From an optimization exercise on the open Yosys and OpenROAD flow, aimed at small area; shortcuts taken in it are not production practice. Only simulation tests tie the RTL to the original design; equivalence was not proved. No activity file was given, so power comes from the tool's default toggle rates.

==> flow/design.v <==
module control (
    input  wire [31:0] ins,
    output wire        is_load,
    output wire        is_store,
    output wire        is_br,
    output wire        is_jal,
    output wire        reg_write,
    output wire        en1,         
    output wire        selR,        
    output wire        isI,
    output wire        isS,
    output wire        isIS,
    output wire        isU,
    output wire        isISU,
    output wire        sub,
    output wire        s_sum,
    output wire        s_or,
    output wire        s_ao,
    output wire        s_slt,
    output wire        s_ld
);
    wire [6:0] op = ins[6:0];
    wire [2:0] f3 = ins[14:12];
    wire is_op  = (op == 7'b0110011);
    wire is_opi = (op == 7'b0010011);
    wire is_lui = (op == 7'b0110111);
    wire is_alu = is_op | is_opi;
    assign is_load   = (op == 7'b0000011);
    assign is_store  = (op == 7'b0100011);
    assign is_br     = (op == 7'b1100011);
    assign is_jal    = (op == 7'b1101111);
    assign reg_write = is_alu | is_load | is_jal | is_lui;
    assign en1       = ~(is_jal | is_lui);
    assign selR  = is_op | is_br;
    assign isI   = is_opi | is_load;
    assign isS   = is_store;
    assign isIS  = isI | isS;
    assign isU   = is_lui;
    assign isISU = isIS | isU;
    assign sub   = is_br | (is_op & (f3 == 3'b000) & ins[30]) | (is_alu & (f3 == 3'b010));
    assign s_sum = (is_alu & (f3 == 3'b000)) | is_jal | is_lui;
    assign s_or  = is_alu & (f3 == 3'b110);
    assign s_ao  = is_alu & (f3[2:1] == 2'b11);
    assign s_slt = is_alu & (f3 == 3'b010);
    assign s_ld  = is_load;
endmodule
module rf_rbit #(
    parameter N = 31
) (
    input  wire [N-1:0] d,
    input  wire [N-1:0] s,
    output wire         y
);
    localparam NA = N / 3;           
    localparam NR = N - 3 * NA;      
    wire [NA+NR-1:0] t;              
    genvar k;
    generate
        for (k = 0; k < NA; k = k + 1) begin : a
            g_a222oi u (.a1(d[3*k]), .a2(s[3*k]), .b1(d[3*k+1]), .b2(s[3*k+1]),
                        .c1(d[3*k+2]), .c2(s[3*k+2]), .y(t[k]));
        end
        for (k = 0; k < NR; k = k + 1) begin : r
            g_nand2 u (.a(d[3*NA+k]), .b(s[3*NA+k]), .y(t[NA+k]));
        end
    endgenerate
    localparam NT = NA + NR;
    wire o0, o1, o2;
    g_nand4 n0 (.a(t[0]), .b(t[1]), .c(t[2]), .d(t[3]), .y(o0));
    g_nand4 n1 (.a(t[4]), .b(t[5]), .c(t[6]), .d(t[7]), .y(o1));
    generate
        if (NT == 12) begin : c12
            g_nand4 n2 (.a(t[8]), .b(t[9]), .c(t[10]), .d(t[11]), .y(o2));
        end else if (NT == 11) begin : c11
            g_nand3 n2 (.a(t[8]), .b(t[9]), .c(t[10]), .y(o2));
        end else begin : c10
            g_nand2 n2 (.a(t[8]), .b(t[9]), .y(o2));
        end
    endgenerate
    g_or3 o (.a(o0), .b(o1), .c(o2), .y(y));
endmodule
module rf_pre2 (
    input  wire [1:0] a,
    output wire [3:0] y
);
    assign y[0] = ~a[1] & ~a[0];
    assign y[1] = ~a[1] &  a[0];
    assign y[2] =  a[1] & ~a[0];
    assign y[3] =  a[1] &  a[0];
endmodule
module rf_pre3 (
    input  wire [2:0] a,
    output wire [7:0] y
);
    genvar k;
    generate
        for (k = 0; k < 8; k = k + 1) begin : g
            assign y[k] = (a == k);
        end
    endgenerate
endmodule
module rf_pre3e (
    input  wire [2:0] a,
    input  wire       en,
    output wire [7:0] y
);
    genvar k;
    generate
        for (k = 0; k < 8; k = k + 1) begin : g
            assign y[k] = en & (a == k);
        end
    endgenerate
endmodule
module rf_rdec #(
    parameter EN = 1     
) (
    input  wire [4:0]  rs,
    input  wire        en,
    input  wire [31:1] valid,
    output wire [31:1] sel,
    output wire [31:1] sel_b
);
    wire [3:0] lo;
    wire [7:0] hi;
    rf_pre2 p2 (.a(rs[1:0]), .y(lo));
    generate
        if (EN) begin : e
            rf_pre3e p3 (.a(rs[4:2]), .en(en), .y(hi));
        end else begin : n
            rf_pre3  p3 (.a(rs[4:2]), .y(hi));
        end
    endgenerate
    genvar i;
    generate
        for (i = 1; i < 32; i = i + 1) begin : g
            g_and3 u (.a(lo[i % 4]), .b(hi[i / 4]), .c(valid[i]), .y(sel[i]));
            g_and3 v (.a(lo[i % 4]), .b(hi[i / 4]), .c(valid[i]), .y(sel_b[i]));
        end
    endgenerate
endmodule
module rf_wdec (
    input  wire [4:0]  rd,
    input  wire        en,
    output wire [31:1] we,
    output wire [31:1] hold,
    output wire [31:1] we_b,
    output wire [31:1] hold_b
);
    wire [3:0] lo;
    wire [7:0] hi;
    rf_pre2  p2 (.a(rd[1:0]), .y(lo));
    rf_pre3e p3 (.a(rd[4:2]), .en(en), .y(hi));
    genvar i;
    generate
        for (i = 1; i < 32; i = i + 1) begin : g
            g_and2  a (.a(lo[i % 4]), .b(hi[i / 4]), .y(we[i]));
            g_nand2 n (.a(lo[i % 4]), .b(hi[i / 4]), .y(hold[i]));
            g_and2  c (.a(lo[i % 4]), .b(hi[i / 4]), .y(we_b[i]));
            g_nand2 m (.a(lo[i % 4]), .b(hi[i / 4]), .y(hold_b[i]));
        end
    endgenerate
endmodule
module g_inv   (input a, output y);                   assign y = ~a;                                  endmodule
module g_nand2 (input a, b, output y);                assign y = ~(a & b);                            endmodule
module g_nor2  (input a, b, output y);                assign y = ~(a | b);                            endmodule
module g_and2  (input a, b, output y);                assign y = a & b;                               endmodule
module g_or2   (input a, b, output y);                assign y = a | b;                               endmodule
module g_and3  (input a, b, c, output y);             assign y = a & b & c;                           endmodule
module g_or3   (input a, b, c, output y);             assign y = a | b | c;                           endmodule
module g_nand3 (input a, b, c, output y);             assign y = ~(a & b & c);                        endmodule
module g_nand4 (input a, b, c, d, output y);          assign y = ~(a & b & c & d);                    endmodule
module g_and4  (input a, b, c, d, output y);          assign y = a & b & c & d;                       endmodule
module g_or4   (input a, b, c, d, output y);          assign y = a | b | c | d;                       endmodule
module g_xor2  (input a, b, output y);                assign y = a ^ b;                               endmodule
module g_xnor2 (input a, b, output y);                assign y = ~(a ^ b);                            endmodule
module g_nand2b(input an, b, output y);               assign y = ~(~an & b);                          endmodule
module g_a21o  (input a1, a2, b1, output y);          assign y = (a1 & a2) | b1;                      endmodule
module g_a22o  (input a1, a2, b1, b2, output y);      assign y = (a1 & a2) | (b1 & b2);               endmodule
module g_a222oi(input a1, a2, b1, b2, c1, c2, output y);
    assign y = ~((a1 & a2) | (b1 & b2) | (c1 & c2));
endmodule
module g_ha    (input a, b, output s, output c);     assign s = a ^ b; assign c = a & b;            endmodule
module add_cla #(
    parameter N    = 32,
    parameter CIN  = 1,      
    parameter COUT = 1       
) (
    input  wire [N-1:0] a,
    input  wire [N-1:0] b,
    input  wire         ci,
    output wire [N-1:0] s,
    output wire [N-1:0] p,
    output wire [N-1:0] g,
    output wire         co
);
    localparam NB = (N + 3) / 4;
    wire [N:0] c;
    genvar i, k;
    generate
        for (i = 0; i < N; i = i + 1) begin : pg
            g_ha h (.a(a[i]), .b(b[i]), .s(p[i]), .c(g[i]));
        end
        if (CIN) begin : with_cin
            assign c[0] = ci;
            g_a21o c1 (.a1(p[0]), .a2(c[0]), .b1(g[0]), .y(c[1]));
            g_xor2 s0 (.a(p[0]), .b(c[0]), .y(s[0]));
        end else begin : no_cin
            assign c[0] = 1'b0;
            assign c[1] = g[0];
            assign s[0] = p[0];
        end
        for (i = 1; i < N; i = i + 1) begin : sx
            g_xor2 u (.a(p[i]), .b(c[i]), .y(s[i]));
        end
        for (k = 0; k < NB; k = k + 1) begin : blk
            localparam LO = 4 * k;
            localparam HI = (4 * k + 3 < N - 1) ? 4 * k + 3 : N - 1;
            for (i = LO + 1; i <= HI; i = i + 1) begin : rip
                if (i > 1) begin : r
                    g_a21o u (.a1(p[i-1]), .a2(c[i-1]), .b1(g[i-1]), .y(c[i]));
                end
            end
            if (k == 0 && NB > 1) begin : first
                g_a21o u (.a1(p[HI]), .a2(c[HI]), .b1(g[HI]), .y(c[HI+1]));
            end else if (k == NB - 1) begin : last
                if (COUT) begin : co_g
                    g_a21o u (.a1(p[HI]), .a2(c[HI]), .b1(g[HI]), .y(c[HI+1]));
                end else begin : co_n
                    assign c[HI+1] = 1'b0;
                end
            end else begin : mid
                wire G1, G2, G3, P;
                g_a21o x1 (.a1(p[LO+1]), .a2(g[LO]),   .b1(g[LO+1]), .y(G1));
                g_a21o x2 (.a1(p[LO+2]), .a2(G1),      .b1(g[LO+2]), .y(G2));
                g_a21o x3 (.a1(p[LO+3]), .a2(G2),      .b1(g[LO+3]), .y(G3));
                g_and4 pp (.a(p[LO]), .b(p[LO+1]), .c(p[LO+2]), .d(p[LO+3]), .y(P));
                g_a21o cc (.a1(P), .a2(c[LO]), .b1(G3), .y(c[HI+1]));
            end
        end
    endgenerate
    assign co = c[N];
endmodule
module alu (
    input  wire [31:0] A,           
    input  wire [31:0] r2,          
    input  wire [31:0] ins,
    input  wire [31:0] dmem_rdata,
    input  wire        selR,        
    input  wire        isI,         
    input  wire        isS,         
    input  wire        isIS,        
    input  wire        isU,         
    input  wire        isISU,       
    input  wire        is_jal,      
    input  wire        sub,
    input  wire        s_sum,
    input  wire        s_or,
    input  wire        s_ao,
    input  wire        s_slt,
    input  wire        s_ld,
    output wire [31:0] sum,
    output wire [31:0] wb,
    output wire [31:0] wb_b,        
    output wire        eq           
);
    wire [31:0] Bx;    
    genvar b;
    generate
        for (b = 0; b < 32; b = b + 1) begin : bs
            if (b < 5) begin : lo
                wire bn;
                g_a222oi m (.a1(r2[b]), .a2(selR), .b1(ins[20+b]), .b2(isI),
                            .c1(ins[7+b]), .c2(isS), .y(bn));
                if (b == 2) begin : four
                    wire bp;
                    g_nand2b j (.an(is_jal), .b(bn), .y(bp));
                    g_xor2   x (.a(bp), .b(sub), .y(Bx[b]));
                end else begin : n
                    g_xnor2  x (.a(bn), .b(sub), .y(Bx[b]));
                end
            end else if (b < 11) begin : mid
                wire bp;
                g_a22o  m (.a1(r2[b]), .a2(selR), .b1(ins[20+b]), .b2(isIS), .y(bp));
                g_xor2  x (.a(bp), .b(sub), .y(Bx[b]));
            end else if (b == 11) begin : b11
                wire bp;
                g_a22o  m (.a1(r2[b]), .a2(selR), .b1(ins[31]), .b2(isIS), .y(bp));
                g_xor2  x (.a(bp), .b(sub), .y(Bx[b]));
            end else if (b < 31) begin : up
                wire bn;
                g_a222oi m (.a1(r2[b]), .a2(selR), .b1(ins[31]), .b2(isIS),
                            .c1(ins[b]), .c2(isU), .y(bn));
                g_xnor2  x (.a(bn), .b(sub), .y(Bx[b]));
            end else begin : top
                wire bp;
                g_a22o  m (.a1(r2[b]), .a2(selR), .b1(ins[31]), .b2(isISU), .y(bp));
                g_xor2  x (.a(bp), .b(sub), .y(Bx[b]));
            end
        end
    endgenerate
    wire [31:0] p, g;
    wire        co;
    add_cla #(.N(32), .CIN(1), .COUT(1)) add (
        .a(A), .b(Bx), .ci(sub), .s(sum), .p(p), .g(g), .co(co)
    );
    wire [7:0] ne;
    wire [1:0] ne2;
    genvar k;
    generate
        for (k = 0; k < 8; k = k + 1) begin : e
            g_nand4 u (.a(p[4*k]), .b(p[4*k+1]), .c(p[4*k+2]), .d(p[4*k+3]), .y(ne[k]));
        end
    endgenerate
    g_or4 e0 (.a(ne[0]), .b(ne[1]), .c(ne[2]), .d(ne[3]), .y(ne2[0]));
    g_or4 e1 (.a(ne[4]), .b(ne[5]), .c(ne[6]), .d(ne[7]), .y(ne2[1]));
    g_nor2 e2 (.a(ne2[0]), .b(ne2[1]), .y(eq));
    generate
        for (b = 0; b < 32; b = b + 1) begin : w
            wire y1, y2;
            g_a222oi r (.a1(sum[b]), .a2(s_sum), .b1(p[b]), .b2(s_or), .c1(g[b]), .c2(s_ao), .y(y1));
            g_nand2  l (.a(dmem_rdata[b]), .b(s_ld), .y(y2));
            if (b == 0) begin : slt
                wire y3;
                g_nand2b t (.an(co), .b(s_slt), .y(y3));    
                g_nand3  o (.a(y1), .b(y2), .c(y3), .y(wb[b]));
                g_nand3  c (.a(y1), .b(y2), .c(y3), .y(wb_b[b]));
            end else begin : n
                g_nand2  o (.a(y1), .b(y2), .y(wb[b]));
                g_nand2  c (.a(y1), .b(y2), .y(wb_b[b]));
            end
        end
    endgenerate
endmodule
module pcu (
    input  wire [31:1] pc,
    input  wire [31:0] ins,
    input  wire        is_br,
    input  wire        is_jal,
    input  wire        eq,
    output wire [31:1] npc
);
    wire bt, taken, ntaken;
    g_and2 t0 (.a(is_br), .b(eq), .y(bt));           
    g_or2  t1 (.a(bt), .b(is_jal), .y(taken));
    g_inv  t2 (.a(taken), .y(ntaken));
    wire [31:1] off;
    genvar b;
    generate
        for (b = 1; b < 32; b = b + 1) begin : o
            if (b < 5) begin : lo           
                if (b == 2) begin : four
                    wire x;
                    g_a22o m (.a1(bt), .a2(ins[7+b]), .b1(is_jal), .b2(ins[20+b]), .y(x));
                    g_or2  f (.a(x), .b(ntaken), .y(off[b]));
                end else begin : n
                    g_a22o m (.a1(bt), .a2(ins[7+b]), .b1(is_jal), .b2(ins[20+b]), .y(off[b]));
                end
            end else if (b < 11) begin : mid    
                g_and2 m (.a(taken), .b(ins[20+b]), .y(off[b]));
            end else if (b == 11) begin : b11    
                g_a22o m (.a1(bt), .a2(ins[7]), .b1(is_jal), .b2(ins[20]), .y(off[b]));
            end else if (b < 20) begin : j       
                g_a22o m (.a1(bt), .a2(ins[31]), .b1(is_jal), .b2(ins[b]), .y(off[b]));
            end else begin : sgn                 
                g_and2 m (.a(taken), .b(ins[31]), .y(off[b]));
            end
        end
    endgenerate
    wire [30:0] s, p, g;
    wire        co;
    add_cla #(.N(31), .CIN(0), .COUT(0)) add (
        .a(pc), .b(off), .ci(1'b0), .s(s), .p(p), .g(g), .co(co)
    );
    assign npc = s;
endmodule
module riscv_core (
    input  wire        clk,
    input  wire        rst,           
    output wire [31:0] imem_addr,     
    input  wire [31:0] imem_rdata,    
    output wire [31:0] dmem_addr,     
    output wire [31:0] dmem_wdata,    
    output wire        dmem_we,       
    output wire        dmem_re,       
    input  wire [31:0] dmem_rdata     
);
    wire [31:0] ins = imem_rdata;
    reg  [31:1] pc_q;         
    reg  [31:1] valid;
    wire [31:1] npc;
    wire [31:0] wb, wb_b;
    wire [31:1] we, hold, we_b, hold_b, valid_n;
    wire [31:0] q [1:31];
    genvar i, b;
    generate
        for (i = 1; i < 32; i = i + 1) begin : r
            reg  [31:0] x;
            wire [31:0] xn;
            for (b = 0; b < 32; b = b + 1) begin : w
                if (b < 16) begin : a
                    g_a22o u (.a1(wb[b]),   .a2(we[i]),   .b1(x[b]), .b2(hold[i]),   .y(xn[b]));
                end else begin : c
                    g_a22o u (.a1(wb_b[b]), .a2(we_b[i]), .b1(x[b]), .b2(hold_b[i]), .y(xn[b]));
                end
            end
            always @(posedge clk)
                x <= xn;
            assign q[i] = x;
            g_or2 v (.a(valid[i]), .b(we[i]), .y(valid_n[i]));
        end
    endgenerate
    always @(posedge clk or posedge rst)
        if (rst)
            valid <= 31'b0;
        else
            valid <= valid_n;
    always @(posedge clk or posedge rst)
        if (rst)
            pc_q <= 31'b0;
        else
            pc_q <= npc;
    wire is_load, is_store, is_br, is_jal, reg_write, en1;
    wire selR, isI, isS, isIS, isU, isISU, sub, s_sum, s_or, s_ao, s_slt, s_ld;
    control ctl (
        .ins(ins), .is_load(is_load), .is_store(is_store), .is_br(is_br), .is_jal(is_jal),
        .reg_write(reg_write), .en1(en1), .selR(selR), .isI(isI), .isS(isS), .isIS(isIS),
        .isU(isU), .isISU(isISU), .sub(sub), .s_sum(s_sum), .s_or(s_or), .s_ao(s_ao),
        .s_slt(s_slt), .s_ld(s_ld)
    );
    wire [31:1] sel1, sel2, sel1_b, sel2_b;
    rf_rdec d1 (.rs(ins[19:15]), .en(en1),  .valid(valid), .sel(sel1), .sel_b(sel1_b));
    rf_rdec #(.EN(0)) d2 (.rs(ins[24:20]), .en(1'b0), .valid(valid), .sel(sel2), .sel_b(sel2_b));
    rf_wdec dw (.rd(ins[11:7]), .en(reg_write), .we(we), .hold(hold), .we_b(we_b), .hold_b(hold_b));
    wire [31:0] pc = {pc_q, 1'b0};
    wire [31:0] A, r2;
    generate
        for (b = 0; b < 32; b = b + 1) begin : rp
            wire [30:0] col;
            for (i = 1; i < 32; i = i + 1) begin : c
                assign col[i-1] = q[i][b];
            end
            wire [31:1] s1 = (b < 16) ? sel1 : sel1_b;
            wire [31:1] s2 = (b < 16) ? sel2 : sel2_b;
            if (b == 0) begin : b0       
                rf_rbit #(.N(31)) p1 (.d(col), .s(s1), .y(A[b]));
            end else begin : bn
                rf_rbit #(.N(32)) p1 (.d({pc[b], col}), .s({is_jal, s1}), .y(A[b]));
            end
            rf_rbit #(.N(31)) p2 (.d(col), .s(s2), .y(r2[b]));
        end
    endgenerate
    wire eq;
    alu ex (
        .A(A), .r2(r2), .ins(ins), .dmem_rdata(dmem_rdata),
        .selR(selR), .isI(isI), .isS(isS), .isIS(isIS), .isU(isU), .isISU(isISU),
        .is_jal(is_jal), .sub(sub), .s_sum(s_sum), .s_or(s_or), .s_ao(s_ao),
        .s_slt(s_slt), .s_ld(s_ld), .sum(dmem_addr), .wb(wb), .wb_b(wb_b), .eq(eq)
    );
    pcu nx (.pc(pc_q), .ins(ins), .is_br(is_br), .is_jal(is_jal), .eq(eq), .npc(npc));
    assign imem_addr  = pc;
    assign dmem_wdata = r2;
    assign dmem_we    = is_store;
    assign dmem_re    = is_load;
endmodule
==> flow/flow/run.sh <==
#!/bin/bash
# Layout flow: the standard synthesis and layout (standard.sh), with
# these changes to how the layout is made:
#   - the port buffers are the smallest buffer cell (sky130 buf_1)
#     instead of the flow's default pick;
#   - clock tree: sinks clustered by 25 within 70 um, and no dummy
#     loads added to the clock tree;
#   - after global routing, gates with timing slack to spare are sized
#     down (ORFS RECOVER_POWER).
# Each step's full output goes to its own log file here; ORFS writes
# its per-stage logs under orfs/logs/.
set -euo pipefail

bash standard.sh synth > synth.log 2>&1

bash standard.sh \
    "BUFFER_PORTS_ARGS=-buffer_cell sky130_fd_sc_hd__buf_1" \
    "CTS_ARGS=-sink_clustering_enable -repair_clock_nets -dont_use_dummy_load -sink_clustering_size 25 -sink_clustering_max_diameter 70" \
    "RECOVER_POWER=100" \
    finish > layout.log 2>&1
==> flow/standard.sh <==
#!/bin/bash
# synth_recipe.tcl (not shown) runs the flow's synth.tcl, then flattens the netlist and writes it again
# the make line also repeats each setting of config.mk as NAME=value (left out here)
make -C /OpenROAD-flow-scripts/flow DESIGN_CONFIG=/design/flow/config.mk WORK_HOME=/design/flow/orfs CLKGATE_MAP_FILE= SYNTH_SCRIPT=/design/flow/synth_recipe.tcl "${@:-finish}"
==> flow/config.mk <==
export PLATFORM = sky130hd
export DESIGN_NAME = riscv_core
export DESIGN_NICKNAME = riscv_core
export VERILOG_FILES = /design/flow/design.v
export SDC_FILE = /design/flow/constraint.sdc
export NUM_CORES = 8
export LEC_CHECK = 0
export CAP_MARGIN = 20
export CORE_MARGIN = 2
export CORE_UTILIZATION = 55
export PLACE_DENSITY = 0.6
export SETUP_SLACK_MARGIN = 0.2
export SLEW_MARGIN = 20
export SYNTH_HIERARCHICAL = 1
export SYNTH_MINIMUM_KEEP_SIZE = 0
==> flow/constraint.sdc <==
create_clock -name core_clock -period 11.0 [get_ports {clk}]
set_input_delay 2.2000 -clock core_clock [delete_from_list [all_inputs] [get_ports {clk}]]
set_output_delay 2.2000 -clock core_clock [all_outputs]
set_load 0.01 [all_outputs]
==> results by group, run 1 <==
Job
  • Maximum capacitance violations: 30

Hold path
  • Hold_sp: r[28].x[21]
  • Worst min path class: flip-flop to flip-flop
  • Hold Path Sink: r[28].x[21]
  • WHS Path Cells: 1

Timing
  • Fin crit period: 10840 ps
  • Worst-Margin Slew: 3860 ps
  • RSZ-0062 raised after global routing: false
  • F_max: 92.2 MHz
  • Final Hold Fails: 0
  • Max-Slew Margin vs Limit: -157%
  • Fin crit share: 98.5%
  • # setup viols final: 0
  • Clk_skew: 65.0 ps
  • Slew Viols, Final: 949
  • TNS Setup: 0 ps

Worst setup path
  • Crit Reg-Reg Endpoint: pc_q[28]
  • Worst Reg-to-Reg Cells: 28
  • R2r setup slk: 2390 ps
  • Crit end category: output pin
  • FF-to-FF Start: valid[19]
  • Critical Path RT: 8800 ps
  • CP Launch Type: input pin
  • CP Class: input pin to output pin
  • CP arrival: 8640 ps
  • CP max FO: 16

Placed design
  • Port bufs: 162
  • Placer Congestion: 1.04
  • Dpl hpwl: 139000 um
  • Placed Instance Area: 47300 um2

Clock network
  • Clk Latency, worst-skew pair: 680 ps
  • CTS hold repair buffers: 0
  • TritonCTS Buffers: 54
  • Htree depth: 2
  • # clock sinks: 1054
  • CTS tree: built
  • Clock buffer depth: 3
  • CTS Root Buffer Type: clkbuf_16
  • Worst-path clk slew: 80 ps

Global routing
  • Grt total ovfl: 0
  • Largest net degree at the start of global routing: 63
  • Vias in the first global route: 40.3k
  • Total track usage: 47.0%
  • First-pass GRT wire length: 288000 um
  • Initial antenna violation count: 16

Routing
  • Wire per inst: 39.1 um
  • Final wirelength: 205000 um
  • Vias: 44.8k
  • DRT iter0 DRCs: 12.0k
  • Antenna Nets Post-Route: 0
  • Detailed-route DRC error count: 0
  • Pre-Repair DR Iteration Count: 15
  • Vias per cell: 8.53

Die
  • Ports: 164
  • Initial Utilization: 55.3%
  • Die Y: 288 um
  • Core ar.: 80200 um2
  • # rows: 104
  • Die Wd: 288 um
  • Die area: 82800 um2

Finish
  • Commonest non-fill, non-tap cell in the layout: a22o_1
  • Most frequent cells in the layout: a22o_1 (1013), dfxtp_1 (992), a222oi_1 (696), nand2_1 (224), nand4_1 (167)
  • Design area: 48600 um2
  • Ratio of cells with drive above 1 in the final layout: 4.91%
  • Area growth, synth to finish: 9.58%
  • Total Nets Final: 4323

Synthesis
  • Synth Cell Area: 44300 um2
  • Post-synthesis instance total: 3840
  • Yosys warns: 7
  • Mapped Avg Cell Area: 11.5 um2
  • Post-Syn Nets: 3969

Outcome
  • Checks that blocked a clean result: capacitance limit, slew limit
  • Status: failed layout checks

Power and ir drop
  • PwrDens: 130 nW/um2
  • Lkg Pwr: 19.5 nW
  • Worst IR Drop VDD: 0.155 mV
[layout make-up]
cell class / instances / area [um2]
inverter: 3 / 11.3
tap: 1060 / 1330
antenna: 5 / 12.5
fill: 6799 / 31600
multi-input combinational: 2777 / 22900
sequential: 1054 / 21400
clock buffer: 54 / 1350
timing repair buffer: 304 / 1540
[timing repair]
action,4_1_cts,5_1_grt
gates resized for setup,0,6
buffers inserted,0,3
setup endpoints to repair,0,3
[metal layers]
metal	GRT usage (%)	vias up	routed length (um)
met5	1.05	-	250
met4	18.7	20	11400
met3	21.0	755	36500
met2	66.6	4244	82200
met1	62.0	21800	75000
li1	-	18000	-
[critical path, cell delays in order]
cell      delay (ps)
clkbuf_1         230
and2_2           420
and3_1           440
a222oi_1         720
nand4_1          580
or3_1            610
a22o_1           270
xor2_1           220
ha_1             330
and4_1           220
a21o_1           230
a21o_1           250
a21o_1           230
a21o_1           220
a21o_1           290
a21o_1           220
a21o_1           180
a21o_1           180
a21o_1           180
xor2_1           220
buf_1            180
[where the power goes]
group,internal [W],total (W),switching [W]
Clock,0.000873,0.00213,0.00126
Combinational,0.0000777,0.000258,0.000181
Sequential,0.00386,0.00392,0.0000634
[state kept, by name, summed over array words and instances (netlist names)]
signal and count:
valid 31, pc_q 31, r.x 992
[worst max-delay path by stage]
stage / slack, ps / from / depth (start not counted) / endpoint
2_1_floorplan: 480 / imem_rdata[12] / 19 / dmem_addr[31]
3_3_place_gp: 470 / imem_rdata[6] / 24 / dmem_addr[31]
3_5_place_dp: 370 / imem_rdata[6] / 24 / dmem_addr[31]
4_1_cts: 350 / imem_rdata[2] / 24 / dmem_addr[31]
5_1_grt: 140 / imem_rdata[20] / 25 / dmem_addr[31]
6_report: 160 / imem_rdata[20] / 21 / dmem_addr[31]
[stage by stage]
stage               setup slack (ps)  utilization, %  power [W]  instances  hold WS, ps
floorplan                        485               -    0.00411       3840          464
global placement                 472            59.0    0.00425       5194          478
detailed placement               373            59.0    0.00425       5194          477
CTS                              350            60.7    0.00629       5248          503
global route                     143            60.6    0.00645       5252          515
finish                           160            60.6    0.00631       5257          505
==> run 2, diff against run 1 <==
--- a/flow/flow/run.sh
+++ b/flow/flow/run.sh
@@ -5,8 +5,6 @@
 #     instead of the flow's default pick;
 #   - clock tree: sinks clustered by 25 within 70 um, and no dummy
 #     loads added to the clock tree;
-#   - after global routing, gates with timing slack to spare are sized
-#     down (ORFS RECOVER_POWER).
 # Each step's full output goes to its own log file here; ORFS writes
 # its per-stage logs under orfs/logs/.
 set -euo pipefail
@@ -16,5 +14,4 @@
 bash standard.sh \
     "BUFFER_PORTS_ARGS=-buffer_cell sky130_fd_sc_hd__buf_1" \
     "CTS_ARGS=-sink_clustering_enable -repair_clock_nets -dont_use_dummy_load -sink_clustering_size 25 -sink_clustering_max_diameter 70" \
-    "RECOVER_POWER=100" \
     finish > layout.log 2>&1
==> run 2 against run 1 <==
Now clean on timing, DRC and antenna. Synthesized area is the same. Count of clock-buffer cells in the layout is the same. Sequential share of layout area decreased by 0.14 points. Cell count hardly changed. Clock skew up 5.3 ps. Sequential power about the same. Combinational power about the same. Worst hold slack worse by 1.4 ps. Register-to-register slack improved by 190 ps. Non-clock buffer count unchanged. Power barely moved. Critical path type unchanged. Critical endpoint unchanged.
==> results by group, run 2 <==
Outcome
  • Status: complete, no violations

Global routing
  • First-pass GRT wire length: 288000 um (unchanged)
  • Largest net degree at the start of global routing: 63 (unchanged)
  • Vias in the first global route: 40.3k (unchanged)
  • Total track usage: 47.0% (unchanged)
  • Initial antenna violation count: 16 (unchanged)
  • Grt total ovfl: 0 (unchanged)

Timing
  • Slew Viols, Final: 0 (-100%)
  • Fin crit period: 10790 ps (-50.5 ps)
  • RSZ-0062 raised after global routing: false
  • F_max: 92.7 MHz (+0.47%)
  • Max-Slew Margin vs Limit: 22.6% (+180 points)
  • Final Hold Fails: 0 (unchanged)
  • Clk_skew: 70.3 ps (+5.27 ps)
  • Hold slack: 504 ps (-1.39 ps)
  • Worst-Margin Slew: 1160 ps (-2700 ps)
  • # setup viols final: 0 (unchanged)
  • Fin crit share: 98.1% (-0.46 points)
  • TNS Setup: 0 ps (unchanged)

Clock network
  • CTS tree: built
  • CTS hold repair buffers: 0 (unchanged)
  • Worst-path clk slew: 70 ps (about the same)
  • TritonCTS Buffers: 54 (unchanged)
  • # clock sinks: 1054 (unchanged)
  • CTS Root Buffer Type: clkbuf_16
  • Clock buffer depth: 3 (unchanged)
  • Clk Latency, worst-skew pair: 680 ps (about the same)
  • Htree depth: 2 (unchanged)

Job
  • Maximum capacitance violations: 0 (-100%)

Routing
  • Vias: 44.8k (-0.11%)
  • Metal-1 WL: 75400 um (+0.52%)
  • Met2 wire len: 82800 um (+0.63%)
  • DRT iter0 DRCs: 12.1k (+0.96%)
  • Final wirelength: 205000 um (about the same)
  • Detailed-route DRC error count: 0 (unchanged)
  • Uppermost routed layer: met5
  • Wire per inst: 39.0 um (about the same)
  • Vias per cell: 8.51 (-0.17%)
  • Pre-Repair DR Iteration Count: 19 (+4)
  • DR WL met3: 36300 um (-0.57%)
  • Antenna Nets Post-Route: 0 (unchanged)

Finish
  • Total Nets Final: 4323 (unchanged)
  • Largest register FFs: 992 (unchanged)
  • Util after Layout: 60.8% (+0.20 points)
  • Commonest non-fill, non-tap cell in the layout: a22o_1
  • Largest regs: r.x x992, pc_q x31, valid x31
  • Area growth, synth to finish: 9.94%
  • Biggest register: r.x
  • Ratio of cells with drive above 1 in the final layout: 5.92% (+1.0 points)
  • Fill count: 6758 (-0.60%)
  • Most frequent cells in the layout: a22o_1 (1013), dfxtp_1 (992), a222oi_1 (696), nand2_1 (224), nand4_1 (167)

Hold path
  • Hold_sp: r[19].x[10]
  • WHS Path Cells: 1 (unchanged)
  • Hold Path Sink: r[19].x[10]
  • Worst min path class: flip-flop to flip-flop

Worst setup path
  • CP Class: input pin to output pin
  • Critical Path RT: 8800 ps (about the same)
  • CP Launch Type: input pin
  • R2r setup slk: 2580 ps (+190 ps)
  • Worst Reg-to-Reg Cells: 28 (unchanged)
  • CP startpoint: imem_rdata[21]
  • FF-to-FF Start: valid[19]
  • Crit Reg-Reg Endpoint: pc_q[28]
  • CP max FO: 16 (unchanged)
  • Crit end category: output pin
  • CP arrival: 8590 ps (-50 ps)

Die
  • Die Y: 288 um (unchanged)
  • Die area: 82800 um2 (unchanged)
  • Ports: 164 (unchanged)
  • # rows: 104 (unchanged)
  • Die Wd: 288 um (unchanged)
  • Initial Utilization: 55.3% (unchanged)
  • Core ar.: 80200 um2 (unchanged)

Placed design
  • Placer Congestion: 1.04 (unchanged)
  • Dpl hpwl: 139000 um (unchanged)
  • Port bufs: 162 (unchanged)

Synthesis
  • Yosys warns: 7 (unchanged)
  • Synth Cell Area: 44300 um2 (unchanged)
  • Post-Syn Nets: 3969 (unchanged)
  • Post-synthesis instance total: 3840 (unchanged)
  • Mapped Avg Cell Area: 11.5 um2 (unchanged)

Power and ir drop
  • Psw: 0.00151 W (+0.26%)
  • Seq pwr share: 62.1% (about the same)
  • Worst IR Drop VDD: 0.156 mV (+0.62%)
  • P_int: 0.00481 W (about the same)
  • Share of total power in the clock network: 33.8% (about the same)
  • PwrDens: 130 nW/um2 (-0.25%)
  • Lkg Pwr: 19.7 nW (+1.1%)
  • Sw frac: 23.9% (+0.043 points)
  • Logic pwr share: 4.1% (about the same)
-- run 2: cell type report --
class	instances	area (um2)	area share, %
antenna	8	20.0	0.0411
multi-input combinational	2777	22900	47.0
inverter	3	11.3	0.0231
timing repair buffer	304	1680	3.45
clock buffer	54	1350	2.77
sequential	1054	21400	44.0
tap	1060	1330	2.72
-- run 2: stage by stage --
step                instance area [um2]  setup slack (ps)  power [W]  cells
global placement                  47300               472    0.00425   5194
floorplan                         44300               485    0.00411   3840
finish                            48700               210    0.00632   5260
global route                      48700               221    0.00645   5252
detailed placement                47300               373    0.00425   5194
CTS                               48600               350    0.00629   5248
-- run 2: timing repair --
item | in CTS | in global routing
setup buffers | 0 | 3
gates resized for setup | 0 | 6
hold endpoints to repair | 0 | 0
endpoints found under the setup margin | 0 | 3
-- run 2: worst max-delay path by stage --
stage	to	slack (ps)	cells after the start
after global placement	dmem_addr[31]	470	24
after floorplan	dmem_addr[31]	480	19
after detailed placement	dmem_addr[31]	370	24
after global routing	dmem_addr[31]	220	25
after CTS	dmem_addr[31]	350	24
final	dmem_addr[31]	210	21
-- run 2: power groups by stage --
stage / Clock [W] / Combinational, W / Sequential [W]
2_1_floorplan: 0 / 0.000117 / 0.00399
3_3_place_gp: 0 / 0.000242 / 0.00401
3_5_place_dp: 0 / 0.000246 / 0.00401
4_1_cts: 0.00213 / 0.000247 / 0.00392
5_1_grt: 0.00226 / 0.000271 / 0.00392
6_report: 0.00214 / 0.000259 / 0.00392
-- run 2: critical path: stages --
cell and delay (ps):
clkbuf_2 190, and2_2 360, and3_1 440, a222oi_1 730
nand4_1 590, or3_1 620, a22o_1 270, xor2_1 240
ha_1 340, and4_1 220, a21o_1 220, a21o_1 250
a21o_1 230, a21o_1 220, a21o_1 280, a21o_1 220
a21o_1 180, a21o_1 180, a21o_1 180, xor2_1 210
buf_1 180
-- run 2: routing by layer --
layer | track usage [%] | up-vias
met2 | 66.6 | 4304
met5 | 1.05 | -
met1 | 62.0 | 21800
li1 | - | 18000
met4 | 18.7 | 18
met3 | 21.0 | 693
==> run 3, diff against run 2 <==
--- a/flow/design.v
+++ b/flow/design.v
@@ -397,10 +397,11 @@
             reg  [31:0] x;
             wire [31:0] xn;
             for (b = 0; b < 32; b = b + 1) begin : w
+                wire wd = (i < 16) ? wb[b] : wb_b[b];
                 if (b < 16) begin : a
-                    g_a22o u (.a1(wb[b]),   .a2(we[i]),   .b1(x[b]), .b2(hold[i]),   .y(xn[b]));
+                    g_a22o u (.a1(wd), .a2(we[i]),   .b1(x[b]), .b2(hold[i]),   .y(xn[b]));
                 end else begin : c
-                    g_a22o u (.a1(wb_b[b]), .a2(we_b[i]), .b1(x[b]), .b2(hold_b[i]), .y(xn[b]));
+                    g_a22o u (.a1(wd), .a2(we_b[i]), .b1(x[b]), .b2(hold_b[i]), .y(xn[b]));
                 end
             end
             always @(posedge clk)
==> run 3 against run 2 <==
Via count shrank 5.0%. Worst hold slack improved by 4.2 ps. Flip-flop and latch count did not move. Non-clock buffer count is 2 lower. Synthesized cell count is 0.83% higher. Clock skew is 8.0 ps lower. Register-to-register slack better by 420 ps. Critical path depth grew 1. Largest cell class unchanged.
==> results by group, run 3 <==
Die
  • Initial Utilization: 55.3% (+0.062 points)
  • Die Wd: 288 um (+0.13%)
  • Die Y: 288 um (+0.13%)
  • Core ar.: 80300 um2 (+0.16%)
  • Ports: 164 (unchanged)
  • # rows: 104 (unchanged)
  • Die area: 83100 um2 (+0.27%)

Hold path
  • Hold Path Sink: r[19].x[26]
  • Worst min path class: flip-flop to flip-flop
  • WHS Path Cells: 1 (unchanged)
  • Hold_sp: r[19].x[26]

Timing
  • RSZ-0062 raised after global routing: false
  • Worst-Margin Slew: 1210 ps (+53.4 ps)
  • Fin crit share: 96.9% (-1.2 points)
  • F_max: 93.9 MHz (+1.3%)
  • Slew Viols, Final: 0 (unchanged)
  • Clk_skew: 62.3 ps (-8.00 ps)
  • TNS Setup: 0 ps (unchanged)
  • Final Hold Fails: 0 (unchanged)
  • # setup viols final: 0 (unchanged)
  • Fin crit period: 10650 ps (-135 ps)
  • Max-Slew Margin vs Limit: 19.0% (-3.6 points)

Power and ir drop
  • PwrDens: 128 nW/um2 (-0.95%)
  • Worst IR Drop VDD: 0.140 mV (-9.8%)
  • Lkg Pwr: 19.9 nW (+1.2%)

Clock network
  • Clock buffer depth: 3 (unchanged)
  • # clock sinks: 1054 (unchanged)
  • TritonCTS Buffers: 54 (unchanged)
  • Worst-path clk slew: 90 ps (+20 ps)
  • Htree depth: 2 (unchanged)
  • CTS Root Buffer Type: clkbuf_16
  • CTS hold repair buffers: 0 (unchanged)
  • Clk Latency, worst-skew pair: 670 ps (about the same)
  • CTS tree: built

Global routing
  • First-pass GRT wire length: 260000 um (-9.8%)
  • Vias in the first global route: 38.5k (-4.4%)
  • Largest net degree at the start of global routing: 63 (unchanged)
  • Total track usage: 41.2% (-5.7 points)
  • Grt total ovfl: 0 (unchanged)
  • Initial antenna violation count: 11 (-5)

Worst setup path
  • CP Launch Type: input pin
  • Critical Path RT: 8800 ps (about the same)
  • Slowest-stage cell, CP: buf_1
  • Slowest cell delay on critical path: 570 ps (-160 ps)
  • R2r setup slk: 3000 ps (+420 ps)
  • Crit Reg-Reg Endpoint: pc_q[31]
  • CP max FO: 16 (unchanged)
  • FF-to-FF Start: valid[1]
  • CP Cell Sequence: buf_1, and2b_2, and3_1, a222oi_1, nand4_1, or3_1, ha_1, a21o_1, a21o_1, a21o_1, a21o_1, a21o_1, a21o_1, a21o_1, a21o_1, a21o_1, a21o_1, a21o_1, a21o_1, a21o_1, xor2_2, buf_1
  • CP Class: input pin to output pin
  • CP most frequent cell: a21o_1
  • CP arrival: 8450 ps (-140 ps)
  • Worst Reg-to-Reg Cells: 28 (unchanged)
  • Crit end category: output pin

Routing
  • Final wirelength: 180000 um (-12%)
  • Detailed-route DRC error count: 0 (unchanged)
  • Wire per inst: 34.1 um (-13%)
  • DRT iter0 DRCs: 9018 (-26%)
  • Antenna Nets Post-Route: 0 (unchanged)
  • Vias: 42.5k (-5.0%)
  • Pre-Repair DR Iteration Count: 17 (-2)
  • Vias per cell: 8.04 (-5.5%)

Finish
  • Ratio of cells with drive above 1 in the final layout: 5.80% (-0.11 points)
  • Total Nets Final: 4353 (+0.69%)
  • Largest regs: r.x x992, pc_q x31, valid x31
  • Most frequent cells in the layout: a22o_1 (1013), dfxtp_1 (992), a222oi_1 (696), nand2_1 (255), nand4_1 (167)
  • Largest register FFs: 992 (unchanged)
  • Non-Filler Instances: 5287 (+0.51%)
  • Design area: 48800 um2 (+0.18%)
  • Biggest register: r.x
  • Commonest non-fill, non-tap cell in the layout: a22o_1
  • Area growth, synth to finish: 9.84% (about the same)

Synthesis
  • Synth Cell Area: 44400 um2 (+0.27%)
  • Mapped Avg Cell Area: 11.5 um2 (-0.55%)
  • Yosys warns: 7 (unchanged)
  • Post-synthesis instance total: 3872 (+0.83%)
  • Post-Syn Nets: 4001 (+0.81%)

Placed design
  • Port bufs: 162 (unchanged)
  • Placer Congestion: 1.08 (+3.8%)
  • Dpl hpwl: 131000 um (-6.2%)
  • Cell count after placement: 5226 (+0.62%)
  • Placed Instance Area: 47400 um2 (+0.22%)

Outcome
  • Status: complete, no violations

Job
  • Maximum capacitance violations: 0 (unchanged)
==> run 3: how the worst max path moves through the flow <==
stage,from,slack (ps),cells after the start,endpoint
floorplan,imem_rdata[12],480,19,dmem_addr[31]
global placement,imem_rdata[6],300,24,dmem_addr[31]
detailed placement,imem_rdata[21],220,25,dmem_addr[31]
CTS,imem_rdata[6],210,24,dmem_addr[31]
global route,imem_rdata[20],210,25,dmem_addr[31]
finish,imem_rdata[16],350,22,dmem_addr[31]
==> run 3: final cells by class <==
class,instances,area (um2)
Timing Repair Buffer,302,1660
Multi-Input combinational cell,2809,23000
Clock buffer,54,1350
Sequential cell,1054,21400
Antenna cell,5,12.5
Tap cell,1060,1330
Inverter,3,11.3
Fill cell,6748,31500
==> run 3: where the power goes <==
part,leakage (nW),total (W),internal [W],switching [W]
Clock,0.665,0.00210,0.000873,0.00123
Combinational,10.4,0.000259,0.0000798,0.000180
Sequential,8.81,0.00391,0.00386,0.0000481
==> run 3: stage by stage <==
step	power [W]	hold WS (ps)	util, %	worst slack [ps]
after floorplan	0.00411	464	-	485
after global placement	0.00424	477	59.0	296
after detailed placement	0.00424	478	59.0	216
after CTS	0.00628	503	60.7	207
after global routing	0.00643	518	60.8	214
final	0.00627	508	60.8	345
==> run 3: metal layers <==
layer  global-route usage (%)  part of all wire (%)
met1                     57.4                    40
met2                     59.4                    41
met3                     13.3                    15
met4                     15.4                   4.4
met5                    0.909                 0.073
==> run 3: critical path: cells and delay by family <==
kind	cells	cell delay, ps
AO/OA/AOI/OAI	14	3190
AND/OR/NAND/NOR	4	1680
buffers and inverters	2	760
adder cells (fa/ha/maj)	1	320
XOR/XNOR	1	280
==> run 3: repair_timing <==
action,CTS,global route
setup endpoints to repair,1,4
cloned,0,0
gates resized for setup,1,4
endpoints found under the hold margin,0,0
pin swaps,0,2
setup buffers,0,2
==> run 4, diff against run 3 <==
--- a/flow/config.mk
+++ b/flow/config.mk
@@ -8,8 +8,9 @@
 export CAP_MARGIN = 20
 export CORE_MARGIN = 2
 export CORE_UTILIZATION = 55
+export GPL_TIMING_DRIVEN = 0
 export PLACE_DENSITY = 0.6
-export SETUP_SLACK_MARGIN = 0.2
+export SETUP_SLACK_MARGIN = 0.6
 export SLEW_MARGIN = 20
 export SYNTH_HIERARCHICAL = 1
 export SYNTH_MINIMUM_KEEP_SIZE = 0
==> run 4 against run 3 <==
Count of clock-buffer cells in the layout increased by 1. Synthesized area unchanged. Non-clock buffer count is 88 lower. Register-to-register slack worse by 400 ps. Routed wire length down 6.1%. Largest power group unchanged.
==> results by group, run 4 <==
Job
  • Maximum capacitance violations: 0 (unchanged)

Timing
  • # setup viols final: 0 (unchanged)
  • Worst-Margin Slew: 1190 ps (-26.8 ps)
  • TNS Setup: 0 ps (unchanged)
  • Fin crit period: 10480 ps (-173 ps)
  • Max-Slew Margin vs Limit: 20.2% (+1.2 points)
  • RSZ-0062 raised after global routing: false
  • F_max: 95.4 MHz (+1.7%)
  • Fin crit share: 95.3% (-1.6 points)
  • Final Hold Fails: 0 (unchanged)
  • Clk_skew: 50.6 ps (-11.7 ps)
  • Slew Viols, Final: 0 (unchanged)

Die
  • Die area: 83100 um2 (unchanged)
  • Ports: 164 (unchanged)
  • Die Wd: 288 um (unchanged)
  • # rows: 104 (unchanged)
  • Initial Utilization: 55.3% (unchanged)
  • Die Y: 288 um (unchanged)
  • Core ar.: 80300 um2 (unchanged)

Synthesis
  • Mapped Avg Cell Area: 11.5 um2 (unchanged)
  • Post-synthesis instance total: 3872 (unchanged)
  • Yosys warns: 7 (unchanged)
  • Post-Syn Nets: 4001 (unchanged)
  • Synth Cell Area: 44400 um2 (unchanged)

Power and ir drop
  • Lkg Pwr: 19.5 nW (-2.0%)
  • Worst IR Drop VDD: 0.125 mV (-11%)
  • Power, Total: 0.00629 W (+0.39%)
  • PwrDens: 129 nW/um2 (+0.72%)

Finish
  • Ratio of cells with drive above 1 in the final layout: 5.32% (-0.49 points)
  • Area growth, synth to finish: 9.48%
  • Total Nets Final: 4268 (-2.0%)
  • Commonest non-fill, non-tap cell in the layout: a22o_1
  • Largest register FFs: 992 (unchanged)
  • Largest regs: r.x x992, pc_q x31, valid x31
  • Most frequent cells in the layout: a22o_1 (1013), dfxtp_1 (992), a222oi_1 (696), nand2_1 (255), nand4_1 (167)
  • Fill count: 6744 (-0.059%)
  • Biggest register: r.x

Clock network
  • Clock buffer depth: 3 (unchanged)
  • Htree depth: 2 (unchanged)
  • # clock sinks: 1054 (unchanged)
  • TritonCTS Buffers: 55 (+1.9%)
  • CTS hold repair buffers: 0 (unchanged)
  • CTS Root Buffer Type: clkbuf_16
  • CTS tree: built
  • Clk Latency, worst-skew pair: 670 ps (about the same)
  • Worst-path clk slew: 50 ps (-40 ps)

Global routing
  • First-pass GRT wire length: 245000 um (-5.9%)
  • Vias in the first global route: 37.0k (-3.9%)
  • Grt total ovfl: 0 (unchanged)
  • Largest net degree at the start of global routing: 48 (-24%)
  • Total track usage: 38.5% (-2.7 points)
  • Initial antenna violation count: 23 (+12)

Routing
  • DRT iter0 DRCs: 7974 (-12%)
  • Antenna Nets Post-Route: 0 (unchanged)
  • Vias per cell: 7.90 (-1.8%)
  • Wire per inst: 32.5 um (-4.6%)
  • Detailed-route DRC error count: 0 (unchanged)
  • Vias: 41.1k (-3.3%)
  • Pre-Repair DR Iteration Count: 14 (-3)
  • Final wirelength: 169000 um (-6.1%)

Placed design
  • Placer Congestion: 0.995 (-7.8%)
  • Port bufs: 160 (-1.2%)
  • Dpl hpwl: 120000 um (-7.9%)

Worst setup path
  • Critical Path RT: 8800 ps (about the same)
  • Crit end category: output pin
  • CP Launch Type: input pin
  • CP max FO: 16 (unchanged)
  • CP Class: input pin to output pin
  • CP arrival: 8280 ps (-170 ps)

Outcome
  • Status: complete, no violations

Hold path
  • Worst min path class: flip-flop to flip-flop
run 4: changes by cell type in the layout (fill, tap and decap cells not counted), moves of 6 or more:
cell / change
buf_4: -102
and3_1: -36
and3_4: +22
and3_2: +14
buf_1: -12
buf_2: +7
buf_8: +6
run 4: worst paths after layout:
kind / slack, ps / cells after the start / endpoint / startpoint
setup / recovery: 520 / 24 / dmem_addr[31] / imem_rdata[24]
hold reg to reg: 500 / 1 / r[16].x[18] / r[16].x[18]
max in group asynchronous: 8950 / 3 / valid[12] / rst
min in group asynchronous: 1470 / 2 / pc_q[18] / rst
hold / removal: 500 / 1 / r[16].x[18] / r[16].x[18]
setup reg to reg: 2600 / 28 / pc_q[31] / valid[4]
run 4: per-layer routing:
| layer | global-route usage [%] | up-vias | wire [um] | share of wire, % |
|---|---|---|---|---|
| met4 | 11.7 | 12 | 5460 | 3.2 |
| li1 | - | 17900 | - | - |
| met2 | 55.7 | 2700 | 70400 | 42 |
| met5 | 2.16 | - | 312 | 0.18 |
| met3 | 11.6 | 264 | 22900 | 14 |
| met1 | 54.9 | 20200 | 70100 | 41 |
run 4: critical path: stages:
cell	delay (ps)
buf_8	180
and3b_2	290
and3_4	230
a222oi_1	630
nand4_1	160
or3_4	440
a222oi_1	620
xnor2_1	190
ha_1	270
a21o_1	180
a21o_1	180
a21o_1	210
a21o_1	180
a21o_1	190
a21o_4	240
a21o_4	240
a21o_1	210
a21o_1	200
a21o_1	200
a21o_1	190
a21o_1	200
a21o_1	230
xor2_4	240
buf_6	140
run 4: final cells by class:
type	count	area (um2)	area share [%]
inverter	3	13.8	0.0283
sequential	1054	21400	44.0
timing repair buffer	208	1150	2.37
multi-input combinational	2811	23300	47.9
buffer	6	46.3	0.0952
antenna	7	17.5	0.0360
clock buffer	55	1380	2.83
tap	1060	1330	2.73
run 4: power breakdown:
| part | internal [W] | total [W] | switching [W] |
|---|---|---|---|
| clock | 0.000887 | 0.00212 | 0.00123 |
| combinational | 0.0000831 | 0.000265 | 0.000182 |
| sequential | 0.00386 | 0.00391 | 0.0000489 |
run 4: timing repair:
action,4_1_cts,5_1_grt
resized for setup,91,26
pin swaps,27,24
endpoints found under the setup margin,35,16
cloned,2,0
buffers inserted,22,11
run 4: through the flow:
| step | utilization, % | cells | hold slack [ps] | setup slack (ps) | area [um2] |
|---|---|---|---|---|---|
| finish | 60.6 | 5204 | 504 | 518 | 48600 |
| global route | 60.6 | 5198 | 514 | 551 | 48600 |
| CTS | 60.4 | 5186 | 498 | 524 | 48500 |
| detailed placement | 58.1 | 5107 | 476 | -938 | 46700 |
| global placement | 57.7 | 5092 | 477 | -1080 | 46400 |
| floorplan | - | 3872 | 464 | 1520 | 44400 |
==> run 5, diff against run 4 <==
--- a/flow/config.mk
+++ b/flow/config.mk
@@ -7,9 +7,9 @@
 export LEC_CHECK = 0
 export CAP_MARGIN = 20
 export CORE_MARGIN = 2
-export CORE_UTILIZATION = 55
+export CORE_UTILIZATION = 58
 export GPL_TIMING_DRIVEN = 0
-export PLACE_DENSITY = 0.6
+export PLACE_DENSITY = 0.65
 export SETUP_SLACK_MARGIN = 0.6
 export SLEW_MARGIN = 20
 export SYNTH_HIERARCHICAL = 1
==> run 5 against run 4 <==
Clock skew rose by 6.8 ps. Clock power barely moved. Via count rose by 0.80%. Sequential power barely moved. Setup slack got worse by 15 ps. Synthesized area did not move. Critical path type unchanged. Critical endpoint unchanged.
==> results by group, run 5 <==
Power and ir drop
  • Psw: 0.00147 W (+0.13%)
  • Lkg Pwr: 19.6 nW (+0.39%)
  • Logic pwr share: 4.2% (about the same)
  • Share of total power in the clock network: 33.7% (about the same)
  • Worst IR Drop VDD: 0.133 mV (+6.1%)
  • P_int: 0.00483 W (about the same)
  • Sw frac: 23.3% (about the same)
  • PwrDens: 129 nW/um2 (-0.29%)
  • Seq pwr share: 62.1% (about the same)

Die
  • Ports: 164 (unchanged)
  • Initial Utilization: 58.5% (+3.2 points)
  • Die Wd: 281 um (-2.6%)
  • Core ar.: 75900 um2 (-5.4%)
  • # rows: 101 (-2.9%)
  • Die Y: 281 um (-2.6%)
  • Die area: 78800 um2 (-5.1%)

Timing
  • F_max: 95.3 MHz (-0.15%)
  • Clk_skew: 57.4 ps (+6.80 ps)
  • Final Hold Fails: 0 (unchanged)
  • # setup viols final: 0 (unchanged)
  • Hold slack: 505 ps (+0.843 ps)
  • RSZ-0062 raised after global routing: true
  • Fin crit period: 10500 ps (+15.3 ps)
  • Max-Slew Margin vs Limit: 21.2% (+0.99 points)
  • Slew Viols, Final: 0 (unchanged)
  • Fin crit share: 95.4% (+0.14 points)
  • Worst-Margin Slew: 1180 ps (-8.82 ps)

Finish
  • Most frequent cells in the layout: a22o_1 (1013), dfxtp_1 (992), a222oi_1 (696), nand2_1 (255), nand4_1 (167)
  • Fill count: 6232 (-7.6%)
  • Biggest register: r.x
  • Largest regs: r.x x992, pc_q x31, valid x31
  • Commonest non-fill, non-tap cell in the layout: a22o_1
  • Multi-input logic area: 23300 um2 (+0.14%)
  • Ratio of cells with drive above 1 in the final layout: 5.96% (+0.64 points)
  • Total Nets Final: 4277 (+0.21%)
  • Area growth, synth to finish: 9.86%
  • Reg area: 21400 um2 (unchanged)
  • Util after Layout: 64.3% (+3.7 points)
  • Largest register FFs: 992 (unchanged)

Placed design
  • Dpl hpwl: 118000 um (-1.6%)
  • Port bufs: 160 (unchanged)
  • Placer Congestion: 0.985 (-1.1%)

Clock network
  • Clock buffer depth: 3 (unchanged)
  • CTS hold repair buffers: 0 (unchanged)
  • CTS tree: built
  • Worst-path clk slew: 70 ps (+20 ps)
  • CTS Root Buffer Type: clkbuf_16
  • TritonCTS Buffers: 55 (unchanged)
  • Clk Latency, worst-skew pair: 670 ps (about the same)
  • # clock sinks: 1054 (unchanged)
  • Htree depth: 2 (unchanged)

Job
  • Maximum capacitance violations: 0 (unchanged)

Global routing
  • Initial antenna violation count: 18 (-22%)
  • Largest net degree at the start of global routing: 48 (unchanged)
  • First-pass GRT wire length: 244000 um (-0.25%)
  • Grt total ovfl: 0 (unchanged)
  • Vias in the first global route: 37.5k (+1.5%)
  • Total track usage: 40.3% (+1.8 points)

Routing
  • Vias: 41.4k (+0.80%)
  • Pre-Repair DR Iteration Count: 14 (unchanged)
  • Antenna Nets Post-Route: 0 (unchanged)
  • DRT iter0 DRCs: 8815 (+11%)
  • Wire per inst: 32.3 um (-0.75%)
  • Vias per cell: 8.00 (+1.2%)
  • Final wirelength: 167000 um (-1.2%)
  • Detailed-route DRC error count: 0 (unchanged)

Synthesis
  • Synth Cell Area: 44400 um2 (unchanged)
  • Post-synthesis instance total: 3872 (unchanged)
  • Mapped Avg Cell Area: 11.5 um2 (unchanged)
  • Post-Syn Nets: 4001 (unchanged)
  • Yosys warns: 7 (unchanged)

Worst setup path
  • CP arrival: 8300 ps (+20 ps)
  • R2r setup slk: 2530 ps (-70 ps)
  • CP max FO: 16 (unchanged)
  • CP Launch Type: input pin
  • Critical Path RT: 8800 ps (about the same)
  • CP Class: input pin to output pin
  • Crit end category: output pin

Hold path
  • Worst min path class: flip-flop to flip-flop

Outcome
  • Status: complete, no violations
## run 5: worst paths after layout
check / start / end / cells after the start
setup / recovery: imem_rdata[21] / dmem_addr[31] / 24
hold / removal: r[14].x[6] / r[14].x[6] / 1
setup reg to reg: valid[4] / pc_q[31] / 27
hold reg to reg: r[14].x[6] / r[14].x[6] / 1
max in group asynchronous: rst / valid[4] / 3
min in group asynchronous: rst / pc_q[30] / 2
## run 5: worst max-delay path, stage by stage
cell	delay [ps]
buf_8	150
and2_4	270
and3_4	240
buf_4	180
a222oi_1	440
nand4_1	360
or3_1	530
a222oi_1	410
xnor2_1	190
ha_1	310
a21o_1	220
a21o_1	190
a21o_1	210
a21o_1	200
a21o_4	230
a21o_4	230
a21o_4	210
a21o_1	210
a21o_1	230
a21o_1	170
a21o_1	200
a21o_1	240
xor2_4	290
buf_6	150
## run 5: cell type report
type	instances	share of cell area [%]
Multi-Input combinational cell	2810	47.8
Sequential cell	1054	43.9
Clock buffer	55	2.82
Timing Repair Buffer	218	2.72
Tap cell	1030	2.64
Buffer	6	0.0948
Antenna cell	6	0.0308
Inverter	3	0.0282
## run 5: per-layer routing
layer / GRT usage [%] / wire length (um)
met4: 10.6 / 4940
met2: 59.3 / 69800
met1: 56.7 / 67400
met3: 12.9 / 24900
met5: 0 / 112
## run 5: stage by stage
| stage | total power [W] | area, um2 | setup WS, ps | cells | TNS (ps) |
|---|---|---|---|---|---|
| 2_1_floorplan | 0.00411 | 44400 | 1520 | 3872 | 0 |
| 3_3_place_gp | 0.00423 | 46300 | -1540 | 5062 | -40960 |
| 3_5_place_dp | 0.00424 | 46700 | -987 | 5078 | -11430 |
| 4_1_cts | 0.00628 | 48500 | 601 | 5148 | 0 |
| 5_1_grt | 0.00646 | 48800 | 563 | 5177 | 0 |
| 6_report | 0.00630 | 48800 | 503 | 5182 | 0 |
## run 5: timing repair
action                     in CTS  in global routing
pin swaps                      19                 29
buffers inserted               14                 28
resized for setup             114                 32
setup endpoints to repair      36                 16
cloned                          1                  0
## run 5: power by group through the flow
| stage | clock, W | combinational, W | sequential [W] |
|---|---|---|---|
| after floorplan | 0 | 0.000117 | 0.00399 |
| after global placement | 0 | 0.000233 | 0.00399 |
| after detailed placement | 0 | 0.000245 | 0.00400 |
| after CTS | 0.00212 | 0.000252 | 0.00391 |
| after global routing | 0.00226 | 0.000281 | 0.00391 |
| final | 0.00212 | 0.000265 | 0.00391 |
==> run 6, diff against run 5 <==
==> flow/flow/run.sh (replaced) <==
#!/bin/bash
# Layout flow: the standard synthesis and layout (standard.sh), with
# these changes to how the layout is made:
#   - the port buffers are a small buffer cell (sky130 buf_2)
#     instead of the flow's default pick;
#   - clock tree: sinks clustered by 25 within 70 um, and no dummy
#     loads added to the clock tree;
# Each step's full output goes to its own log file here; ORFS writes
# its per-stage logs under orfs/logs/.
set -euo pipefail

bash standard.sh synth > synth.log 2>&1

bash standard.sh \
    "BUFFER_PORTS_ARGS=-buffer_cell sky130_fd_sc_hd__buf_2" \
    "CTS_ARGS=-sink_clustering_enable -repair_clock_nets -dont_use_dummy_load -sink_clustering_size 25 -sink_clustering_max_diameter 70" \
    finish > layout.log 2>&1
--- a/flow/config.mk
+++ b/flow/config.mk
@@ -7,10 +7,10 @@
 export LEC_CHECK = 0
 export CAP_MARGIN = 20
 export CORE_MARGIN = 2
-export CORE_UTILIZATION = 58
+export CORE_UTILIZATION = 55
 export GPL_TIMING_DRIVEN = 0
-export PLACE_DENSITY = 0.65
-export SETUP_SLACK_MARGIN = 0.6
+export PLACE_DENSITY = 0.6
+export SETUP_SLACK_MARGIN = 0.4
 export SLEW_MARGIN = 20
 export SYNTH_HIERARCHICAL = 1
 export SYNTH_MINIMUM_KEEP_SIZE = 0
==> run 6 against run 5 <==
Worst hold slack worse by 3.3 ps. Cell area about the same. Synthesized area unchanged. Still clean. Routed wire length grew 2.0%. Core utilization shrank 3.5 points. Sequential power about the same. Critical path depth is the same. Clock skew rose by 6.5 ps.
==> results by group, run 6 <==
Outcome
  • Status: complete, no violations

Global routing
  • Grt total ovfl: 0 (unchanged)
  • First-pass GRT wire length: 244000 um (+0.19%)
  • Total track usage: 38.5% (-1.8 points)
  • Largest net degree at the start of global routing: 48 (unchanged)
  • Vias in the first global route: 36.9k (-1.6%)
  • Initial antenna violation count: 17 (-1)

Timing
  • Clk_skew: 63.9 ps (+6.45 ps)
  • RSZ-0062 raised after global routing: true
  • Fin crit period: 10690 ps (+189 ps)
  • Worst-Margin Slew: 1070 ps (-113 ps)
  • Hold slack: 502 ps (-3.25 ps)
  • # setup viols final: 0 (unchanged)
  • Final Hold Fails: 0 (unchanged)
  • F_max: 93.6 MHz (-1.8%)
  • Fin crit share: 97.1% (+1.7 points)
  • Slew Viols, Final: 0 (unchanged)
  • Max-Slew Margin vs Limit: 28.6% (+7.4 points)

Clock network
  • TritonCTS Buffers: 55 (unchanged)
  • CTS Root Buffer Type: clkbuf_16
  • CTS tree: built
  • # clock sinks: 1054 (unchanged)
  • Clock buffer depth: 3 (unchanged)
  • Worst-path clk slew: 70 ps (about the same)
  • Clk Latency, worst-skew pair: 670 ps (about the same)
  • Htree depth: 2 (unchanged)

Die
  • Initial Utilization: 55.3% (-3.2 points)
  • Die Y: 288 um (+2.7%)
  • Core ar.: 80300 um2 (+5.7%)
  • # rows: 104 (+3.0%)
  • Ports: 164 (unchanged)
  • Die Wd: 288 um (+2.7%)
  • Die area: 83100 um2 (+5.4%)

Worst setup path
  • Slowest cell delay on critical path: 570 ps (+40 ps)
  • CP Cell Sequence: buf_2, and3_1, o211ai_1, buf_4, and4b_2, and3_1, a222oi_1, nand4_1, or3_1, ha_1, a21o_1, a21o_1, a21o_1, a21o_1, a21o_4, a21o_4, a21o_4, a21o_4, a21o_1, a21o_1, a21o_1, buf_4, xor2_1, buf_2
  • CP max FO: 16 (unchanged)
  • WP depth: 24 (unchanged)
  • Crit end category: output pin
  • Critical path's top delay family: compound AO/OA/AOI/OAI gates
  • CP Class: input pin to output pin
  • R2r setup slk: 2310 ps (-220 ps)
  • Worst Reg-to-Reg Cells: 28 (+3.7%)
  • Slowest-stage cell, CP: a222oi_1
  • Worst Path Buf+Inv: 4 (+1)
  • CP most frequent cell: a21o_1
  • Critical Path RT: 8800 ps (about the same)
  • CP arrival: 8490 ps (+190 ps)
  • CP Launch Type: input pin

Power and ir drop
  • PwrDens: 129 nW/um2 (+0.25%)
  • Worst IR Drop VDD: 0.126 mV (-4.7%)
  • Lkg Pwr: 20.1 nW (+2.5%)

Placed design
  • Port bufs: 160 (unchanged)
  • Dpl hpwl: 121000 um (+2.2%)
  • Placer Congestion: 0.979 (-0.53%)
  • Placed Instance Area: 46800 um2 (+0.38%)

Routing
  • Antenna Nets Post-Route: 0 (unchanged)
  • Metal-1 WL: 70300 um (+4.4%)
  • Met2 wire len: 70500 um (+1.0%)
  • Vias: 41.3k (-0.26%)
  • Wire per inst: 32.8 um (+1.7%)
  • Uppermost routed layer: met5
  • Pre-Repair DR Iteration Count: 14 (unchanged)
  • Final wirelength: 171000 um (+2.0%)
  • DR WL met3: 24100 um (-3.4%)
  • DRT iter0 DRCs: 8284 (-6.0%)
  • Vias per cell: 7.95 (-0.55%)
  • Detailed-route DRC error count: 0 (unchanged)

Finish
  • Commonest non-fill, non-tap cell in the layout: a22o_1
  • Fill count: 6654 (+6.8%)
  • Design area: 48800 um2 (about the same)
  • Ratio of cells with drive above 1 in the final layout: 8.87% (+2.9 points)
  • Largest register FFs: 992 (unchanged)
  • Biggest register: r.x
  • Total Nets Final: 4268 (-0.21%)
  • Largest regs: r.x x992, pc_q x31, valid x31
  • Diode count: 0 (-6)
  • Most frequent cells in the layout: a22o_1 (1013), dfxtp_1 (992), a222oi_1 (696), nand2_1 (255), nand4_1 (167)
  • Area growth, synth to finish: 9.83% (about the same)

Synthesis
  • Yosys warns: 7 (unchanged)
  • Post-synthesis instance total: 3872 (unchanged)
  • Mapped Avg Cell Area: 11.5 um2 (unchanged)
  • Post-Syn Nets: 4001 (unchanged)
  • Synth Cell Area: 44400 um2 (unchanged)

Hold path
  • WHS Path Cells: 1 (unchanged)
  • Worst min path class: flip-flop to flip-flop

Job
  • Maximum capacitance violations: 0 (unchanged)
[run 6: changes by cell type in the layout (fill, tap and decap cells not counted), sizes merged]
| cell | change |
|---|---|
| buf | -4 |
| diode | -6 |
| clkbuf | -3 |
| clkdlybuf4s15 | -2 |
[run 6: area by class of cell]
cell class | count | area, um2 | share of cell area (%)
buffer | 6 | 46.3 | 0.0949
clock buffer | 55 | 1380 | 2.82
inverter | 3 | 13.8 | 0.0282
multi-input combinational | 2810 | 23300 | 47.7
sequential | 1054 | 21400 | 43.9
tap | 1060 | 1330 | 2.72
timing repair buffer | 209 | 1370 | 2.80
[run 6: repair_timing]
action | CTS | global route
hold endpoints to repair | 0 | 0
setup endpoints to repair | 9 | 10
pin swaps | 11 | 31
gates resized for setup | 38 | 47
hold buffers | 0 | 0
gates cloned | 1 | 1
buffers inserted | 5 | 28
[run 6: path summary, 6_finish.rpt]
kind                                    start             to
worst min register to register    r[16].x[19]    r[16].x[19]
max in group asynchronous                 rst       valid[5]
min in group asynchronous                 rst       pc_q[27]
worst max register to register       valid[4]       pc_q[31]
worst max-delay path            imem_rdata[1]  dmem_addr[29]
worst min-delay path              r[16].x[19]    r[16].x[19]
[run 6: layer usage]
layer  vias to the layer above  GRT usage, %
li1                      17900             -
met1                     20400          55.7
met2                      2802          54.7
met3                       255          11.6
met4                        14          12.0
met5                         -         0.284
[run 6: power by group]
group / internal [W] / switching, W
Combinational: 0.0000957 / 0.000181
Clock: 0.000888 / 0.00124
Sequential: 0.00386 / 0.0000458
[run 6: through the flow]
step	std cells	util [%]	setup slack [ps]	setup TNS, ps	power (W)
2_1_floorplan	3872	-	485	0	0.00411
3_3_place_gp	5092	58.0	-1830	-129170	0.00424
4_1_cts	5167	60.3	403	0	0.00631
5_1_grt	5197	60.8	274	0	0.00648
3_5_place_dp	5106	58.4	-435	-1740	0.00425
6_report	5197	60.8	314	0	0.00631
[run 6: worst reg2reg max path, delay by kind of cell (launching register included)]
kind                       cells  cell delay (ps)
AOI/OAI and AO/OA             13             3310
xor gates and xnor gates       2              380
DFF                            1              450
adders and majority gates      2              730
and+or+nand+nor                9             3460
buffers and inverters          2              270

==> port drivers added, routing unchanged <==
Ports are ideal in the flow. The routed layouts listed here were re-timed in OpenROAD.
Step 1 assumes that a clkbuf_16 drives the clock port and a buf_2 every other input.
Step 2 times the ports against the registers' clock, not the clock port: input delays grow and output delays shrink by t, the midpoint of the rising clock arrivals with the driver on.
Slacks: no drivers / after step 1 / after step 2; pairs: no drivers / after step 1.
run	t, ns	setup WS [ns]	hold slack, ns
run 1	0.722	0.160 / 0.134 / -0.144	0.505 / 0.505 / 0.505
run 2	0.721	0.210 / 0.167 / 0.021	0.504 / 0.504 / 0.504
run 3	0.720	0.345 / 0.260 / 0.260	0.508 / 0.508 / 0.508
run 4	0.716	0.518 / 0.401 / 0.217	0.504 / 0.504 / 0.504
run 5	0.709	0.503 / 0.455 / 0.184	0.505 / 0.505 / 0.505
run 6	0.716	0.314 / 0.244 / -0.006	0.502 / 0.502 / 0.502
For run 6, which loses most, drivers alone change the setup slack by -0.070 ns; drivers and shift together by -0.320 ns.
